What follows belongs to an exercise in optimizing a design on an open flow for small area and a short achievable clock period; a production flow would make more cautious choices.
Power and IR drop assume default switching activity.

==> flow/design.v <==
`timescale 1ns / 1ps
module MITCH_ENC(
    input  [15:0] x,
    output [3:0]  k,
    output [6:0]  f
    );
    wire [15:0] a = {1'b0, x[14:0] ^ {15{x[15]}}};
    wire [3:0] n, h, l;
    genvar i;
    generate
        for (i = 0; i < 4; i = i + 1) begin : nib
            assign n[i] = |a[4*i+3:4*i];
            assign h[i] = a[4*i+3] | a[4*i+2];
            assign l[i] = a[4*i+3] | ~a[4*i+2] & a[4*i+1];
        end
    endgenerate
    wire k3 = n[3] | n[2];
    wire k2 = k3 ? n[3] : n[1];
    wire k1 = k3 ? (k2 ? h[3] : h[2]) : (k2 ? h[1] : h[0]);
    wire k0 = k3 ? (k2 ? l[3] : l[2]) : (k2 ? l[1] : l[0]);
    wire [15:0] b1 = k3 ? a  : {a[7:0],   8'b0};
    wire [15:0] b2 = k2 ? b1 : {b1[11:0], 4'b0};
    wire [15:0] b3 = k1 ? b2 : {b2[13:0], 2'b0};
    wire [15:0] b4 = k0 ? b3 : {b3[14:0], 1'b0};
    assign k = {k3, k2, k1, k0};
    assign f = b4[14:8];
endmodule
module MITCH_IN(
    input  [15:0] x,
    input  [15:0] y,
    output [4:0]  ks,
    output [6:0]  fx,
    output [6:0]  fy,
    output        t
    );
    wire [3:0] kx, ky;
    wire [6:0] fxa, fya;
    MITCH_ENC ex(.x(x), .k(kx), .f(fxa));
    MITCH_ENC ey(.x(y), .k(ky), .f(fya));
    wire nzx = |x;
    wire nzy = |y;
    wire nz  = nzx & nzy;
    wire [3:0] g = kx & ky;
    wire [3:0] p = kx ^ ky;
    wire c2a = g[1];
    wire c3a = g[2] | p[2] & g[1];
    wire c4a = g[3] | p[3] & g[2] | p[3] & p[2] & g[1];
    wire c2b = g[1] | p[1];
    wire c3b = g[2] | p[2] & (g[1] | p[1]);
    wire c4b = g[3] | p[3] & g[2] | p[3] & p[2] & (g[1] | p[1]);
    wire [3:0] hia = {c4a, p[3] ^ c3a, p[2] ^ c2a, p[1]};
    wire [3:0] hib = {c4b, p[3] ^ c3b, p[2] ^ c2b, ~p[1]};
    wire [4:0] ksum = {g[0] ? hib : hia, p[0]};
    assign ks = ksum & {5{nz}};
    assign fx = {fxa[6:1], fxa[0] & nzy};
    assign fy = {fya[6:1], fya[0] & nzx};
    assign t  = nz & (x[15] ^ y[15]);
endmodule
module MITCH_OUT(
    input  [4:0]  ks,
    input  [6:0]  fx,
    input  [6:0]  fy,
    input         t,
    output [21:0] v
    );
    wire [6:0] g0 = fx & fy;
    wire [6:0] p0 = fx ^ fy;
    wire [6:0] g1 = g0 | {p0[6:1] & g0[5:0], 1'b0};
    wire [6:0] p1 = {p0[6:1] & p0[5:0], p0[0]};
    wire [6:0] g2 = g1 | {p1[6:2] & g1[4:0], 2'b0};
    wire [6:0] p2 = {p1[6:2] & p1[4:0], p1[1:0]};
    wire [6:0] g3 = g2 | {p2[6:4] & g2[2:0], 4'b0};
    wire [6:0] s  = p0 ^ {g3[5:0], 1'b0};
    wire       c  = g3[6];
    wire [4:0] pos0;
    wire [4:0] k8 = {ks[3], ~ks[3], ks[2:0]};
    assign pos0 = ks[4] ? k8 : {2'b00, ks[3:1]};
    wire d = ks[4] | ks[0];
    wire [7:0]  b   = {1'b1, s};
    wire [8:0]  sa  = pos0[0] ? {b, 1'b0} : {1'b0, b};
    wire [10:0] sb  = pos0[1] ? {sa, 2'b0} : {2'b0, sa};
    wire [14:0] sc  = pos0[2] ? {sb, 4'b0} : {4'b0, sb};
    wire [22:0] sd  = pos0[3] ? {sc, 8'b0} : {8'b0, sc};
    wire [29:0] se  = pos0[4] ? {sd[13:0], 16'b0} : {7'b0, sd};
    wire [22:0] sf  = (c & d) ? se[28:6] : se[29:7];
    wire low = ~|ks[4:1] & (~ks[0] | ~c);
    wire [21:0] m = low ? {14'b0, s[0], 7'b0} : sf[21:0];
    assign v = m ^ {22{t}};
endmodule
module MITCH_TRUNC_W8(
    input [15:0] x,
    input [15:0] y,
    output [31:0] p
    );
    wire [4:0] ks;
    wire [6:0] fx, fy;
    wire       t;
    wire [21:0] v;
    MITCH_IN  mi(.x(x), .y(y), .ks(ks), .fx(fx), .fy(fy), .t(t));
    MITCH_OUT mo(.ks(ks), .fx(fx), .fy(fy), .t(t), .v(v));
    assign p = {t, t, v, {8{t}}};
endmodule
`timescale 1ns / 1ps
module mult_top(
    input clk,
    input  [15:0] x,
    input  [15:0] y,
    output [31:0] p_out
    );
    wire [4:0] ks;
    wire [6:0] fx, fy;
    wire       t;
    MITCH_IN mi(.x(x), .y(y), .ks(ks), .fx(fx), .fy(fy), .t(t));
    reg [4:0] ks_r;
    reg [6:0] fx_r, fy_r;
    reg       t_r;
    always @(posedge clk) begin
        ks_r <= ks;
        fx_r <= fx;
        fy_r <= fy;
        t_r  <= t;
    end
    wire [21:0] v;
    MITCH_OUT mo(.ks(ks_r), .fx(fx_r), .fy(fy_r), .t(t_r), .v(v));
    reg [21:0] pm_r;
    reg        ps_r;
    always @(posedge clk) begin
        pm_r <= v;
        ps_r <= t_r;
    end
    assign p_out = {ps_r, ps_r, pm_r, {8{ps_r}}};
endmodule
export LEC_CHECK = 0
export CAP_MARGIN = 20
export CORE_MARGIN = 2
export CORE_UTILIZATION = 40
export SETUP_SLACK_MARGIN = 3.5
export SLEW_MARGIN = 20
create_clock -name core_clock -period 6.3 [get_ports {clk}]
standard.sh (not shown) runs the stock make flow with config.mk's settings and CLKGATE_MAP_FILE= SYNTH_SCRIPT=/design/flow/synth_recipe.tcl, a recipe that flattens the netlist after the stock synthesis.
==> flow/flow/run.sh <==
#!/bin/bash
# Standard ORFS flow (the standard.sh) with these changes:
#  - ABC maps with flow/abc.script (area-oriented, no up-sizing), through a
#    copy of the ORFS scripts folder in which only abc_area.script differs;
#  - small adders are left to ABC instead of full/half-adder cells;
set -uo pipefail
cp -r "$FLOW_HOME/scripts" ./scripts
cp flow/abc.script ./scripts/abc_area.script
bash standard.sh SCRIPTS_DIR="$PWD/scripts" ABC_AREA=1 ADDER_MAP_FILE= \
  "BUFFER_PORTS_ARGS=-buffer_cell sky130_fd_sc_hd__buf_1" finish > standard.log 2>&1
==> flow/flow/abc.script <==
strash
dch
map -a
topo
stime -c
The first run finished clean.
Edit:
--- a/flow/design.v
+++ b/flow/design.v
@@ -4,25 +4,17 @@
     output [3:0]  k,
     output [6:0]  f
     );
-    wire [15:0] a = {1'b0, x[14:0] ^ {15{x[15]}}};
-    wire [3:0] n, h, l;
-    genvar i;
-    generate
-        for (i = 0; i < 4; i = i + 1) begin : nib
-            assign n[i] = |a[4*i+3:4*i];
-            assign h[i] = a[4*i+3] | a[4*i+2];
-            assign l[i] = a[4*i+3] | ~a[4*i+2] & a[4*i+1];
-        end
-    endgenerate
-    wire k3 = n[3] | n[2];
-    wire k2 = k3 ? n[3] : n[1];
-    wire k1 = k3 ? (k2 ? h[3] : h[2]) : (k2 ? h[1] : h[0]);
-    wire k0 = k3 ? (k2 ? l[3] : l[2]) : (k2 ? l[1] : l[0]);
-    wire [15:0] b1 = k3 ? a  : {a[7:0],   8'b0};
-    wire [15:0] b2 = k2 ? b1 : {b1[11:0], 4'b0};
-    wire [15:0] b3 = k1 ? b2 : {b2[13:0], 2'b0};
-    wire [15:0] b4 = k0 ? b3 : {b3[14:0], 1'b0};
-    assign k = {k3, k2, k1, k0};
+    wire [14:0] a = x[14:0] ^ {15{x[15]}};
+    wire [15:0] b0 = {1'b0, a};
+    wire        z3 = ~|b0[15:8];
+    wire [15:0] b1 = z3 ? {b0[7:0], 8'b0} : b0;
+    wire        z2 = ~|b1[15:12];
+    wire [15:0] b2 = z2 ? {b1[11:0], 4'b0} : b1;
+    wire        z1 = ~|b2[15:14];
+    wire [15:0] b3 = z1 ? {b2[13:0], 2'b0} : b2;
+    wire        z0 = ~b3[15];
+    wire [15:0] b4 = z0 ? {b3[14:0], 1'b0} : b3;
+    assign k = ~{z3, z2, z1, z0};
     assign f = b4[14:8];
 endmodule
 module MITCH_IN(
@@ -42,15 +34,11 @@
     wire nz  = nzx & nzy;
     wire [3:0] g = kx & ky;
     wire [3:0] p = kx ^ ky;
-    wire c2a = g[1];
-    wire c3a = g[2] | p[2] & g[1];
-    wire c4a = g[3] | p[3] & g[2] | p[3] & p[2] & g[1];
-    wire c2b = g[1] | p[1];
-    wire c3b = g[2] | p[2] & (g[1] | p[1]);
-    wire c4b = g[3] | p[3] & g[2] | p[3] & p[2] & (g[1] | p[1]);
-    wire [3:0] hia = {c4a, p[3] ^ c3a, p[2] ^ c2a, p[1]};
-    wire [3:0] hib = {c4b, p[3] ^ c3b, p[2] ^ c2b, ~p[1]};
-    wire [4:0] ksum = {g[0] ? hib : hia, p[0]};
+    wire c1 = g[0];
+    wire c2 = g[1] | p[1] & g[0];
+    wire c3 = g[2] | p[2] & g[1] | p[2] & p[1] & g[0];
+    wire c4 = g[3] | p[3] & g[2] | p[3] & p[2] & g[1] | p[3] & p[2] & p[1] & g[0];
+    wire [4:0] ksum = {c4, p ^ {c3, c2, c1, 1'b0}};
     assign ks = ksum & {5{nz}};
     assign fx = {fxa[6:1], fxa[0] & nzy};
     assign fy = {fya[6:1], fya[0] & nzx};
=>
- wire length went down by about 8%
- combinational power went up by about 8%
- first-iteration DRC count went down by 2.5%
- power went up by about 2.7%
- area after synthesis went down by about 3.5%
- clock power went down by about 26%
No functional check of the RTL was part of any run of this note.

* * *

Starts from the design.v that is shown in full above.
clock: 6.3 ns
lec_check: 0
cap_margin: 20
core_margin: 2
core_utilization: 40
setup_slack_margin: 2.5
slew_margin: 20
Scripts as last shown in full above: flow/flow/run.sh, flow/flow/abc.script
Next try:
--- a/flow/design.v
+++ b/flow/design.v
@@ -2,29 +2,21 @@
 module MITCH_ENC(
     input  [15:0] x,
     output [3:0]  k,
     output [6:0]  f
     );
-    wire [15:0] a = {1'b0, x[14:0] ^ {15{x[15]}}};
-    wire [3:0] n, h, l;
-    genvar i;
-    generate
-        for (i = 0; i < 4; i = i + 1) begin : nib
-            assign n[i] = |a[4*i+3:4*i];
-            assign h[i] = a[4*i+3] | a[4*i+2];
-            assign l[i] = a[4*i+3] | ~a[4*i+2] & a[4*i+1];
-        end
-    endgenerate
-    wire k3 = n[3] | n[2];
-    wire k2 = k3 ? n[3] : n[1];
-    wire k1 = k3 ? (k2 ? h[3] : h[2]) : (k2 ? h[1] : h[0]);
-    wire k0 = k3 ? (k2 ? l[3] : l[2]) : (k2 ? l[1] : l[0]);
-    wire [15:0] b1 = k3 ? a  : {a[7:0],   8'b0};
-    wire [15:0] b2 = k2 ? b1 : {b1[11:0], 4'b0};
-    wire [15:0] b3 = k1 ? b2 : {b2[13:0], 2'b0};
-    wire [15:0] b4 = k0 ? b3 : {b3[14:0], 1'b0};
-    assign k = {k3, k2, k1, k0};
+    wire [14:0] a = x[14:0] ^ {15{x[15]}};
+    wire [15:0] b0 = {1'b0, a};
+    wire        z3 = ~|b0[15:8];
+    wire [15:0] b1 = z3 ? {b0[7:0], 8'b0} : b0;
+    wire        z2 = ~|b1[15:12];
+    wire [15:0] b2 = z2 ? {b1[11:0], 4'b0} : b1;
+    wire        z1 = ~|b2[15:14];
+    wire [15:0] b3 = z1 ? {b2[13:0], 2'b0} : b2;
+    wire        z0 = ~b3[15];
+    wire [15:0] b4 = z0 ? {b3[14:0], 1'b0} : b3;
+    assign k = ~{z3, z2, z1, z0};
     assign f = b4[14:8];
 endmodule
 module MITCH_IN(
     input  [15:0] x,
     input  [15:0] y,
@@ -40,19 +32,15 @@
     wire nzx = |x;
     wire nzy = |y;
     wire nz  = nzx & nzy;
     wire [3:0] g = kx & ky;
     wire [3:0] p = kx ^ ky;
-    wire c2a = g[1];
-    wire c3a = g[2] | p[2] & g[1];
-    wire c4a = g[3] | p[3] & g[2] | p[3] & p[2] & g[1];
-    wire c2b = g[1] | p[1];
-    wire c3b = g[2] | p[2] & (g[1] | p[1]);
-    wire c4b = g[3] | p[3] & g[2] | p[3] & p[2] & (g[1] | p[1]);
-    wire [3:0] hia = {c4a, p[3] ^ c3a, p[2] ^ c2a, p[1]};
-    wire [3:0] hib = {c4b, p[3] ^ c3b, p[2] ^ c2b, ~p[1]};
-    wire [4:0] ksum = {g[0] ? hib : hia, p[0]};
+    wire c1 = g[0];
+    wire c2 = g[1] | p[1] & g[0];
+    wire c3 = g[2] | p[2] & g[1] | p[2] & p[1] & g[0];
+    wire c4 = g[3] | p[3] & g[2] | p[3] & p[2] & g[1] | p[3] & p[2] & p[1] & g[0];
+    wire [4:0] ksum = {c4, p ^ {c3, c2, c1, 1'b0}};
     assign ks = ksum & {5{nz}};
     assign fx = {fxa[6:1], fxa[0] & nzy};
     assign fy = {fya[6:1], fya[0] & nzx};
     assign t  = nz & (x[15] ^ y[15]);
 endmodule
What happened: Clock power decreases by 27%. Critical path depth stays the same. Worst setup slack got worse by 0.34 ns. Synthesized area is lower by 3.5%. Power is higher by 6.8%.
No run of this note included a check of the RTL's function; only the layout flow was run.

-- what the ideal ports hide --
How much do the figures lean on ideal ports? The routed layouts below were timed once more, with nothing changed but the port constraints. Step 1 sets driving cells, clkbuf_16 on the clock port and buf_2 on the other inputs (assumed; they add their load-dependent delay and slew). Step 2 adds t to the input delays and takes it off the output delays; t is the mean of the earliest and latest rising clock arrival at the registers after step 1. Input paths then give back, and output paths get back, about the clock's delay inside the block. Slacks: ideal ports / drivers / drivers and shift; pairs: ideal ports / drivers.
run | shift t [ns] | setup slack, ns | clock arrival spread, ns | slew at the worst register clock pin (ns)
the first run of note 1 | 0.321 | 3.066 / 2.943 / 2.622 | 0.005 / 0.004 | 0.08 / 0.08
the second run of note 1 | 0.332 | 2.426 / 2.362 / 2.030 | 0.006 / 0.005 | 0.09 / 0.09
the first run of note 2 | 0.314 | 2.650 / 2.645 / 2.331 | 0.004 / 0.004 | 0.08 / 0.08
the second run of note 2 | 0.317 | 2.311 / 2.318 / 2.001 | 0.005 / 0.005 | 0.08 / 0.08
After both steps every run listed still meets setup and hold. For the first run of note 1, which loses most, drivers alone change the setup slack by -0.123 ns; drivers and shift together by -0.444 ns.
